Context: an optimization exercise on an open-source flow, tuned for small area, a short achievable clock period and few clock cycles per item. The choices shown serve that exercise and are no tape-out recipe. Function was checked by simulation only, so behaviour that the tests miss may differ from the original. Power is estimated from default activity; no workload was simulated.

==> v17: inputs <==
==> flow/design.v (excerpt) <==
module scr_search(clk,rst,start,R_fixed,angle1,adder,error,X,Y,done);
export LEC_CHECK = 0
export CAP_MARGIN = 20
export CORE_MARGIN = 2
export CORE_UTILIZATION = 15
export CTS_BUF_LIST = sky130_fd_sc_hd__clkbuf_4 sky130_fd_sc_hd__clkbuf_8
export CTS_CLUSTER_DIAMETER = 150
export CTS_CLUSTER_SIZE = 30
export PLACE_DENSITY = 0.3
export SETUP_SLACK_MARGIN = 5
export SLEW_MARGIN = 20
create_clock -name core_clock -period 12.0 [get_ports {clk}]
standard.sh (not shown) runs the stock make flow with config.mk's settings and CLKGATE_MAP_FILE= SYNTH_SCRIPT=/design/flow/synth_recipe.tcl, a recipe that flattens the netlist after the stock synthesis.
==> flow/flow/run.sh <==
#!/bin/bash
set -euo pipefail
export BUFFER_PORTS_ARGS="-buffer_cell sky130_fd_sc_hd__buf_2"
sed 's/SETUP_SLACK_MARGIN=[0-9.]*/SETUP_SLACK_MARGIN=5.5/' standard.sh > standard_m.sh
grep -q 'SETUP_SLACK_MARGIN=5.5' standard_m.sh
bash standard_m.sh > standard_flow.log 2>&1
==> inputs of v33, as changes to v17 <==
--- a/flow/design.v
+++ b/flow/design.v
@@ -1,21 +1,21 @@
 module scr_search(clk,rst,start,R_fixed,angle1,adder,error,X,Y,done);
 input clk; input rst; input start; input [13:0] R_fixed; input [13:0] angle1; input [3:0] adder; input [4:0] error;
 output [3:0] X; output [3:0] Y; output reg done;
 wire [6:0] trH = R_fixed[13:7];
 wire [2:0] trhH = trH[6:4];
-wire trhh_1 = trhH[2:0] >= 3'd1;
-wire trhh_2 = trhH[2:0] >= 3'd2;
+wire trhh_1 = (trhH[2] | (trhH[1] | trhH[0]));
+wire trhh_2 = (trhH[2] | (trhH[1] & 1'b1));
 wire [3:0] trhL = trH[3:0];
 wire [1:0] trhlH = trhL[3:2];
-wire trhlh_1 = trhlH[1:0] >= 2'd1;
-wire trhlh_2 = trhlH[1:0] >= 2'd2;
-wire trhlh_3 = trhlH[1:0] >= 2'd3;
+wire trhlh_1 = (trhlH[1] | trhlH[0]);
+wire trhlh_2 = (trhlH[1] & 1'b1);
+wire trhlh_3 = (trhlH[1] & trhlH[0]);
 wire [1:0] trhlL = trhL[1:0];
-wire trhll_1 = trhlL[1:0] >= 2'd1;
-wire trhll_2 = trhlL[1:0] >= 2'd2;
-wire trhll_3 = trhlL[1:0] >= 2'd3;
+wire trhll_1 = (trhlL[1] | trhlL[0]);
+wire trhll_2 = (trhlL[1] & 1'b1);
+wire trhll_3 = (trhlL[1] & trhlL[0]);
 wire trhl_1 = trhlh_1 | (1'b1 & trhll_1);
 wire trhl_2 = trhlh_1 | (1'b1 & trhll_2);
 wire trhl_3 = trhlh_1 | (1'b1 & trhll_3);
 wire trhl_4 = trhlh_1;
 wire trhl_5 = trhlh_2 | (trhlh_1 & trhll_1);
@@ -50,26 +50,26 @@
 wire trh_19 = trhh_2 | (trhh_1 & trhl_3);
 wire trh_20 = trhh_2 | (trhh_1 & trhl_4);
 wire trh_21 = trhh_2 | (trhh_1 & trhl_5);
 wire [6:0] trL = R_fixed[6:0];
 wire [2:0] trlH = trL[6:4];
-wire trlh_1 = trlH[2:0] >= 3'd1;
-wire trlh_2 = trlH[2:0] >= 3'd2;
-wire trlh_3 = trlH[2:0] >= 3'd3;
-wire trlh_4 = trlH[2:0] >= 3'd4;
-wire trlh_5 = trlH[2:0] >= 3'd5;
-wire trlh_6 = trlH[2:0] >= 3'd6;
-wire trlh_7 = trlH[2:0] >= 3'd7;
+wire trlh_1 = (trlH[2] | (trlH[1] | trlH[0]));
+wire trlh_2 = (trlH[2] | (trlH[1] & 1'b1));
+wire trlh_3 = (trlH[2] | (trlH[1] & trlH[0]));
+wire trlh_4 = (trlH[2] & 1'b1);
+wire trlh_5 = (trlH[2] & (trlH[1] | trlH[0]));
+wire trlh_6 = (trlH[2] & (trlH[1] & 1'b1));
+wire trlh_7 = (trlH[2] & (trlH[1] & trlH[0]));
 wire [3:0] trlL = trL[3:0];
 wire [1:0] trllH = trlL[3:2];
-wire trllh_1 = trllH[1:0] >= 2'd1;
-wire trllh_2 = trllH[1:0] >= 2'd2;
-wire trllh_3 = trllH[1:0] >= 2'd3;
+wire trllh_1 = (trllH[1] | trllH[0]);
+wire trllh_2 = (trllH[1] & 1'b1);
+wire trllh_3 = (trllH[1] & trllH[0]);
 wire [1:0] trllL = trlL[1:0];
-wire trlll_1 = trllL[1:0] >= 2'd1;
-wire trlll_2 = trllL[1:0] >= 2'd2;
-wire trlll_3 = trllL[1:0] >= 2'd3;
+wire trlll_1 = (trllL[1] | trllL[0]);
+wire trlll_2 = (trllL[1] & 1'b1);
+wire trlll_3 = (trllL[1] & trllL[0]);
 wire trll_1 = trllh_1 | (1'b1 & trlll_1);
 wire trll_2 = trllh_1 | (1'b1 & trlll_2);
 wire trll_3 = trllh_1 | (1'b1 & trlll_3);
 wire trll_4 = trllh_1;
 wire trll_5 = trllh_2 | (trllh_1 & trlll_1);
@@ -274,25 +274,25 @@
 wire mir = (angle1[13:8] >= 6'd22) & (angle1[13:8] < 6'd45);
 wire [5:0] xh = mir ? (6'd44 - angle1[13:8]) : angle1[13:8];
 wire [13:0] x = {xh, angle1[7:0] ^ {8{mir}}};
 wire [6:0] taH = angle1[13:7];
 wire [2:0] tahH = taH[6:4];
-wire tahh_1 = tahH[2:0] >= 3'd1;
-wire tahh_2 = tahH[2:0] >= 3'd2;
-wire tahh_3 = tahH[2:0] >= 3'd3;
-wire tahh_4 = tahH[2:0] >= 3'd4;
-wire tahh_5 = tahH[2:0] >= 3'd5;
-wire tahh_6 = tahH[2:0] >= 3'd6;
+wire tahh_1 = (tahH[2] | (tahH[1] | tahH[0]));
+wire tahh_2 = (tahH[2] | (tahH[1] & 1'b1));
+wire tahh_3 = (tahH[2] | (tahH[1] & tahH[0]));
+wire tahh_4 = (tahH[2] & 1'b1);
+wire tahh_5 = (tahH[2] & (tahH[1] | tahH[0]));
+wire tahh_6 = (tahH[2] & (tahH[1] & 1'b1));
 wire [3:0] tahL = taH[3:0];
 wire [1:0] tahlH = tahL[3:2];
-wire tahlh_1 = tahlH[1:0] >= 2'd1;
-wire tahlh_2 = tahlH[1:0] >= 2'd2;
-wire tahlh_3 = tahlH[1:0] >= 2'd3;
+wire tahlh_1 = (tahlH[1] | tahlH[0]);
+wire tahlh_2 = (tahlH[1] & 1'b1);
+wire tahlh_3 = (tahlH[1] & tahlH[0]);
 wire [1:0] tahlL = tahL[1:0];
-wire tahll_1 = tahlL[1:0] >= 2'd1;
-wire tahll_2 = tahlL[1:0] >= 2'd2;
-wire tahll_3 = tahlL[1:0] >= 2'd3;
+wire tahll_1 = (tahlL[1] | tahlL[0]);
+wire tahll_2 = (tahlL[1] & 1'b1);
+wire tahll_3 = (tahlL[1] & tahlL[0]);
 wire tahl_1 = tahlh_1 | (1'b1 & tahll_1);
 wire tahl_2 = tahlh_1 | (1'b1 & tahll_2);
 wire tahl_3 = tahlh_1 | (1'b1 & tahll_3);
 wire tahl_4 = tahlh_1;
 wire tahl_5 = tahlh_2 | (tahlh_1 & tahll_1);
@@ -395,26 +395,26 @@
 wire tah_88 = tahh_6 | (tahh_5 & tahl_8);
 wire tah_90 = tahh_6 | (tahh_5 & tahl_10);
 wire tah_92 = tahh_6 | (tahh_5 & tahl_12);
 wire [6:0] taL = angle1[6:0];
 wire [2:0] talH = taL[6:4];
-wire talh_1 = talH[2:0] >= 3'd1;
-wire talh_2 = talH[2:0] >= 3'd2;
-wire talh_3 = talH[2:0] >= 3'd3;
-wire talh_4 = talH[2:0] >= 3'd4;
-wire talh_5 = talH[2:0] >= 3'd5;
-wire talh_6 = talH[2:0] >= 3'd6;
-wire talh_7 = talH[2:0] >= 3'd7;
+wire talh_1 = (talH[2] | (talH[1] | talH[0]));
+wire talh_2 = (talH[2] | (talH[1] & 1'b1));
+wire talh_3 = (talH[2] | (talH[1] & talH[0]));
+wire talh_4 = (talH[2] & 1'b1);
+wire talh_5 = (talH[2] & (talH[1] | talH[0]));
+wire talh_6 = (talH[2] & (talH[1] & 1'b1));
+wire talh_7 = (talH[2] & (talH[1] & talH[0]));
 wire [3:0] talL = taL[3:0];
 wire [1:0] tallH = talL[3:2];
-wire tallh_1 = tallH[1:0] >= 2'd1;
-wire tallh_2 = tallH[1:0] >= 2'd2;
-wire tallh_3 = tallH[1:0] >= 2'd3;
+wire tallh_1 = (tallH[1] | tallH[0]);
+wire tallh_2 = (tallH[1] & 1'b1);
+wire tallh_3 = (tallH[1] & tallH[0]);
 wire [1:0] tallL = talL[1:0];
-wire talll_1 = tallL[1:0] >= 2'd1;
-wire talll_2 = tallL[1:0] >= 2'd2;
-wire talll_3 = tallL[1:0] >= 2'd3;
+wire talll_1 = (tallL[1] | tallL[0]);
+wire talll_2 = (tallL[1] & 1'b1);
+wire talll_3 = (tallL[1] & tallL[0]);
 wire tall_1 = tallh_1 | (1'b1 & talll_1);
 wire tall_2 = tallh_1 | (1'b1 & talll_2);
 wire tall_3 = tallh_1 | (1'b1 & talll_3);
 wire tall_4 = tallh_1;
 wire tall_5 = tallh_2 | (tallh_1 & talll_1);
==> flow/flow/run.sh (replaced) <==
#!/bin/bash
set -euo pipefail
export BUFFER_PORTS_ARGS="-buffer_cell sky130_fd_sc_hd__buf_2"
sed 's/SETUP_SLACK_MARGIN=[0-9.]*/SETUP_SLACK_MARGIN=6.5/' standard.sh > standard_m.sh
grep -q 'SETUP_SLACK_MARGIN=6.5' standard_m.sh
bash standard_m.sh > standard_flow.log 2>&1
Settings changed: ABC_AREA from default to 1, CORE_UTILIZATION 15 to 25, CTS_BUF_LIST sky130_fd_sc_hd__clkbuf_4 sky130_fd_sc_hd__clkbuf_8 to default, CTS_CLUSTER_DIAMETER 150 to default, CTS_CLUSTER_SIZE 30 to default, PLACE_DENSITY 0.3 to 0.5.
==> inputs of v26, as changes to v17 <==
--- a/flow/design.v
+++ b/flow/design.v
@@ -1,21 +1,21 @@
 module scr_search(clk,rst,start,R_fixed,angle1,adder,error,X,Y,done);
 input clk; input rst; input start; input [13:0] R_fixed; input [13:0] angle1; input [3:0] adder; input [4:0] error;
 output [3:0] X; output [3:0] Y; output reg done;
 wire [6:0] trH = R_fixed[13:7];
 wire [2:0] trhH = trH[6:4];
-wire trhh_1 = trhH[2:0] >= 3'd1;
-wire trhh_2 = trhH[2:0] >= 3'd2;
+wire trhh_1 = (trhH[2] | (trhH[1] | trhH[0]));
+wire trhh_2 = (trhH[2] | (trhH[1] & 1'b1));
 wire [3:0] trhL = trH[3:0];
 wire [1:0] trhlH = trhL[3:2];
-wire trhlh_1 = trhlH[1:0] >= 2'd1;
-wire trhlh_2 = trhlH[1:0] >= 2'd2;
-wire trhlh_3 = trhlH[1:0] >= 2'd3;
+wire trhlh_1 = (trhlH[1] | trhlH[0]);
+wire trhlh_2 = (trhlH[1] & 1'b1);
+wire trhlh_3 = (trhlH[1] & trhlH[0]);
 wire [1:0] trhlL = trhL[1:0];
-wire trhll_1 = trhlL[1:0] >= 2'd1;
-wire trhll_2 = trhlL[1:0] >= 2'd2;
-wire trhll_3 = trhlL[1:0] >= 2'd3;
+wire trhll_1 = (trhlL[1] | trhlL[0]);
+wire trhll_2 = (trhlL[1] & 1'b1);
+wire trhll_3 = (trhlL[1] & trhlL[0]);
 wire trhl_1 = trhlh_1 | (1'b1 & trhll_1);
 wire trhl_2 = trhlh_1 | (1'b1 & trhll_2);
 wire trhl_3 = trhlh_1 | (1'b1 & trhll_3);
 wire trhl_4 = trhlh_1;
 wire trhl_5 = trhlh_2 | (trhlh_1 & trhll_1);
@@ -50,26 +50,26 @@
 wire trh_19 = trhh_2 | (trhh_1 & trhl_3);
 wire trh_20 = trhh_2 | (trhh_1 & trhl_4);
 wire trh_21 = trhh_2 | (trhh_1 & trhl_5);
 wire [6:0] trL = R_fixed[6:0];
 wire [2:0] trlH = trL[6:4];
-wire trlh_1 = trlH[2:0] >= 3'd1;
-wire trlh_2 = trlH[2:0] >= 3'd2;
-wire trlh_3 = trlH[2:0] >= 3'd3;
-wire trlh_4 = trlH[2:0] >= 3'd4;
-wire trlh_5 = trlH[2:0] >= 3'd5;
-wire trlh_6 = trlH[2:0] >= 3'd6;
-wire trlh_7 = trlH[2:0] >= 3'd7;
+wire trlh_1 = (trlH[2] | (trlH[1] | trlH[0]));
+wire trlh_2 = (trlH[2] | (trlH[1] & 1'b1));
+wire trlh_3 = (trlH[2] | (trlH[1] & trlH[0]));
+wire trlh_4 = (trlH[2] & 1'b1);
+wire trlh_5 = (trlH[2] & (trlH[1] | trlH[0]));
+wire trlh_6 = (trlH[2] & (trlH[1] & 1'b1));
+wire trlh_7 = (trlH[2] & (trlH[1] & trlH[0]));
 wire [3:0] trlL = trL[3:0];
 wire [1:0] trllH = trlL[3:2];
-wire trllh_1 = trllH[1:0] >= 2'd1;
-wire trllh_2 = trllH[1:0] >= 2'd2;
-wire trllh_3 = trllH[1:0] >= 2'd3;
+wire trllh_1 = (trllH[1] | trllH[0]);
+wire trllh_2 = (trllH[1] & 1'b1);
+wire trllh_3 = (trllH[1] & trllH[0]);
 wire [1:0] trllL = trlL[1:0];
-wire trlll_1 = trllL[1:0] >= 2'd1;
-wire trlll_2 = trllL[1:0] >= 2'd2;
-wire trlll_3 = trllL[1:0] >= 2'd3;
+wire trlll_1 = (trllL[1] | trllL[0]);
+wire trlll_2 = (trllL[1] & 1'b1);
+wire trlll_3 = (trllL[1] & trllL[0]);
 wire trll_1 = trllh_1 | (1'b1 & trlll_1);
 wire trll_2 = trllh_1 | (1'b1 & trlll_2);
 wire trll_3 = trllh_1 | (1'b1 & trlll_3);
 wire trll_4 = trllh_1;
 wire trll_5 = trllh_2 | (trllh_1 & trlll_1);
@@ -274,25 +274,25 @@
 wire mir = (angle1[13:8] >= 6'd22) & (angle1[13:8] < 6'd45);
 wire [5:0] xh = mir ? (6'd44 - angle1[13:8]) : angle1[13:8];
 wire [13:0] x = {xh, angle1[7:0] ^ {8{mir}}};
 wire [6:0] taH = angle1[13:7];
 wire [2:0] tahH = taH[6:4];
-wire tahh_1 = tahH[2:0] >= 3'd1;
-wire tahh_2 = tahH[2:0] >= 3'd2;
-wire tahh_3 = tahH[2:0] >= 3'd3;
-wire tahh_4 = tahH[2:0] >= 3'd4;
-wire tahh_5 = tahH[2:0] >= 3'd5;
-wire tahh_6 = tahH[2:0] >= 3'd6;
+wire tahh_1 = (tahH[2] | (tahH[1] | tahH[0]));
+wire tahh_2 = (tahH[2] | (tahH[1] & 1'b1));
+wire tahh_3 = (tahH[2] | (tahH[1] & tahH[0]));
+wire tahh_4 = (tahH[2] & 1'b1);
+wire tahh_5 = (tahH[2] & (tahH[1] | tahH[0]));
+wire tahh_6 = (tahH[2] & (tahH[1] & 1'b1));
 wire [3:0] tahL = taH[3:0];
 wire [1:0] tahlH = tahL[3:2];
-wire tahlh_1 = tahlH[1:0] >= 2'd1;
-wire tahlh_2 = tahlH[1:0] >= 2'd2;
-wire tahlh_3 = tahlH[1:0] >= 2'd3;
+wire tahlh_1 = (tahlH[1] | tahlH[0]);
+wire tahlh_2 = (tahlH[1] & 1'b1);
+wire tahlh_3 = (tahlH[1] & tahlH[0]);
 wire [1:0] tahlL = tahL[1:0];
-wire tahll_1 = tahlL[1:0] >= 2'd1;
-wire tahll_2 = tahlL[1:0] >= 2'd2;
-wire tahll_3 = tahlL[1:0] >= 2'd3;
+wire tahll_1 = (tahlL[1] | tahlL[0]);
+wire tahll_2 = (tahlL[1] & 1'b1);
+wire tahll_3 = (tahlL[1] & tahlL[0]);
 wire tahl_1 = tahlh_1 | (1'b1 & tahll_1);
 wire tahl_2 = tahlh_1 | (1'b1 & tahll_2);
 wire tahl_3 = tahlh_1 | (1'b1 & tahll_3);
 wire tahl_4 = tahlh_1;
 wire tahl_5 = tahlh_2 | (tahlh_1 & tahll_1);
@@ -395,26 +395,26 @@
 wire tah_88 = tahh_6 | (tahh_5 & tahl_8);
 wire tah_90 = tahh_6 | (tahh_5 & tahl_10);
 wire tah_92 = tahh_6 | (tahh_5 & tahl_12);
 wire [6:0] taL = angle1[6:0];
 wire [2:0] talH = taL[6:4];
-wire talh_1 = talH[2:0] >= 3'd1;
-wire talh_2 = talH[2:0] >= 3'd2;
-wire talh_3 = talH[2:0] >= 3'd3;
-wire talh_4 = talH[2:0] >= 3'd4;
-wire talh_5 = talH[2:0] >= 3'd5;
-wire talh_6 = talH[2:0] >= 3'd6;
-wire talh_7 = talH[2:0] >= 3'd7;
+wire talh_1 = (talH[2] | (talH[1] | talH[0]));
+wire talh_2 = (talH[2] | (talH[1] & 1'b1));
+wire talh_3 = (talH[2] | (talH[1] & talH[0]));
+wire talh_4 = (talH[2] & 1'b1);
+wire talh_5 = (talH[2] & (talH[1] | talH[0]));
+wire talh_6 = (talH[2] & (talH[1] & 1'b1));
+wire talh_7 = (talH[2] & (talH[1] & talH[0]));
 wire [3:0] talL = taL[3:0];
 wire [1:0] tallH = talL[3:2];
-wire tallh_1 = tallH[1:0] >= 2'd1;
-wire tallh_2 = tallH[1:0] >= 2'd2;
-wire tallh_3 = tallH[1:0] >= 2'd3;
+wire tallh_1 = (tallH[1] | tallH[0]);
+wire tallh_2 = (tallH[1] & 1'b1);
+wire tallh_3 = (tallH[1] & tallH[0]);
 wire [1:0] tallL = talL[1:0];
-wire talll_1 = tallL[1:0] >= 2'd1;
-wire talll_2 = tallL[1:0] >= 2'd2;
-wire talll_3 = tallL[1:0] >= 2'd3;
+wire talll_1 = (tallL[1] | tallL[0]);
+wire talll_2 = (tallL[1] & 1'b1);
+wire talll_3 = (tallL[1] & tallL[0]);
 wire tall_1 = tallh_1 | (1'b1 & talll_1);
 wire tall_2 = tallh_1 | (1'b1 & talll_2);
 wire tall_3 = tallh_1 | (1'b1 & talll_3);
 wire tall_4 = tallh_1;
 wire tall_5 = tallh_2 | (tallh_1 & talll_1);
==> flow/flow/run.sh (replaced) <==
#!/bin/bash
set -euo pipefail
export BUFFER_PORTS_ARGS="-buffer_cell sky130_fd_sc_hd__buf_2"
sed 's/SETUP_SLACK_MARGIN=[0-9.]*/SETUP_SLACK_MARGIN=6.25/' standard.sh > standard_m.sh
grep -q 'SETUP_SLACK_MARGIN=6.25' standard_m.sh
bash standard_m.sh > standard_flow.log 2>&1
Settings changed: ABC_AREA from default to 1, CTS_BUF_LIST sky130_fd_sc_hd__clkbuf_4 sky130_fd_sc_hd__clkbuf_8 to default, CTS_CLUSTER_DIAMETER 150 to default, CTS_CLUSTER_SIZE 30 to default.
==> inputs of v37, as changes to v17 <==
==> flow/flow/run.sh (replaced) <==
#!/bin/bash
set -euo pipefail
export BUFFER_PORTS_ARGS="-buffer_cell sky130_fd_sc_hd__buf_2"
sed 's/SETUP_SLACK_MARGIN=[0-9.]*/SETUP_SLACK_MARGIN=6/' standard.sh > standard_m.sh
grep -q 'SETUP_SLACK_MARGIN=6' standard_m.sh
bash standard_m.sh > standard_flow.log 2>&1
Settings changed: CTS_BUF_LIST sky130_fd_sc_hd__clkbuf_4 sky130_fd_sc_hd__clkbuf_8 to default, CTS_CLUSTER_DIAMETER 150 to default, CTS_CLUSTER_SIZE 30 to default.
==> comparison <==
v26 produced a clean layout. v17 finished clean. v37 produced a clean layout. v33 finished clean. Between v26 and v37, the lower cell count is in v37 (gap about 27%, measured against v37). In v37 the first-iteration DRC count is lower than in v33, by about 11%. In sequential cell count, v17 and v26 do not differ. Against v33, the synthesized cell count of v17 is lower by about 30%. Between v17 and v26, the lower register-to-register slack is in v26 (gap 0.02 ns). Sequential share of layout area, lowest first: v37, v26, v33, v17. Of v26 and v37, v37 has the higher non-clock buffer count (gap 111).
==> figures <==
Post-synthesis cell type count: v37 113; v17 113; v33 50; v26 50
Total power divided by cell area: v37 91.9 mW/mm²; v17 91.6 mW/mm²; v33 105 mW/mm²; v26 104 mW/mm²
Timing-limited maximum frequency: v37 161 MHz; v17 151 MHz; v33 175 MHz; v26 173 MHz
Post-Syn Nets: v37 2,115; v17 2,115; v33 3,019; v26 3,019
Slew of the pin with the lowest slew margin: v37 1.13 ns; v17 1.21 ns; v33 1.05 ns; v26 0.940 ns
Combined global-route utilization of all metal layers: v37 21.7%; v17 21.5%; v33 33.4%; v26 21.0%
Status: v37 timing/DRC/antenna clean; v17 timing/DRC/antenna clean; v33 timing/DRC/antenna clean; v26 timing/DRC/antenna clean
Share of layout cells above drive strength 1: v37 22.3%; v17 14.3%; v33 9.49%; v26 8.38%
Number of cells in the design after placement: v37 3,248; v17 3,248; v33 3,707; v26 4,222
GP Congestion: v37 1.05; v17 1.05; v33 1.09; v26 1.03
Number of clock buffer instances in the layout: v37 10; v17 10; v33 9; v26 9
Global routing met3 resource utilization: v37 3.43%; v17 3.27%; v33 6.31%; v26 2.31%
Slowest cell delay on critical path: v37 0.60 ns; v17 0.69 ns; v33 0.57 ns; v26 0.38 ns
PostCTS Resize Cnt: v37 180; v17 47; v33 67; v26 66
Adder-Cell Fraction of Synth Area: v37 6.39%; v17 6.39%; v33 6.10%; v26 6.10%
Testbench counts of v17, summed over its fixed seeds: cycles 384, queries 384.
Testbench counts of v33, summed over its fixed seeds: cycles 384, queries 384.
Testbench counts of v26, summed over its fixed seeds: cycles 384, queries 384.
Testbench counts of v37, summed over its fixed seeds: cycles 384, queries 384.

what the ideal ports hide:
How much do the figures lean on ideal ports? The routed layouts below were timed once more, with nothing changed but the port constraints.
Step 1: set_driving_cell puts a clkbuf_16 on clk and a buf_2 on each other input, an assumption about the parent block.
Step 2, shift: input delay + t, output delay - t, t = (earliest + latest rising clock arrival at the registers) / 2. This alone moves slack from input paths to output paths.
Three values: ideal, step 1, step 2; two values: the first two.
run	shift t [ns]	setup WS [ns]	hold slack, ns
v17	0.443	5.388 / 5.413 / 4.971	0.490 / 0.490 / 0.490
v33	0.396	6.296 / 6.248 / 6.073	0.470 / 0.470 / 0.470
v26	0.403	6.228 / 6.221 / 5.848	0.474 / 0.474 / 0.474
v37	0.412	5.797 / 5.758 / 5.415	0.487 / 0.487 / 0.487
After both steps every run listed still meets setup and hold. The setup slack of v17, which loses most, moves by +0.025 ns with the drivers and by -0.417 ns with both steps.
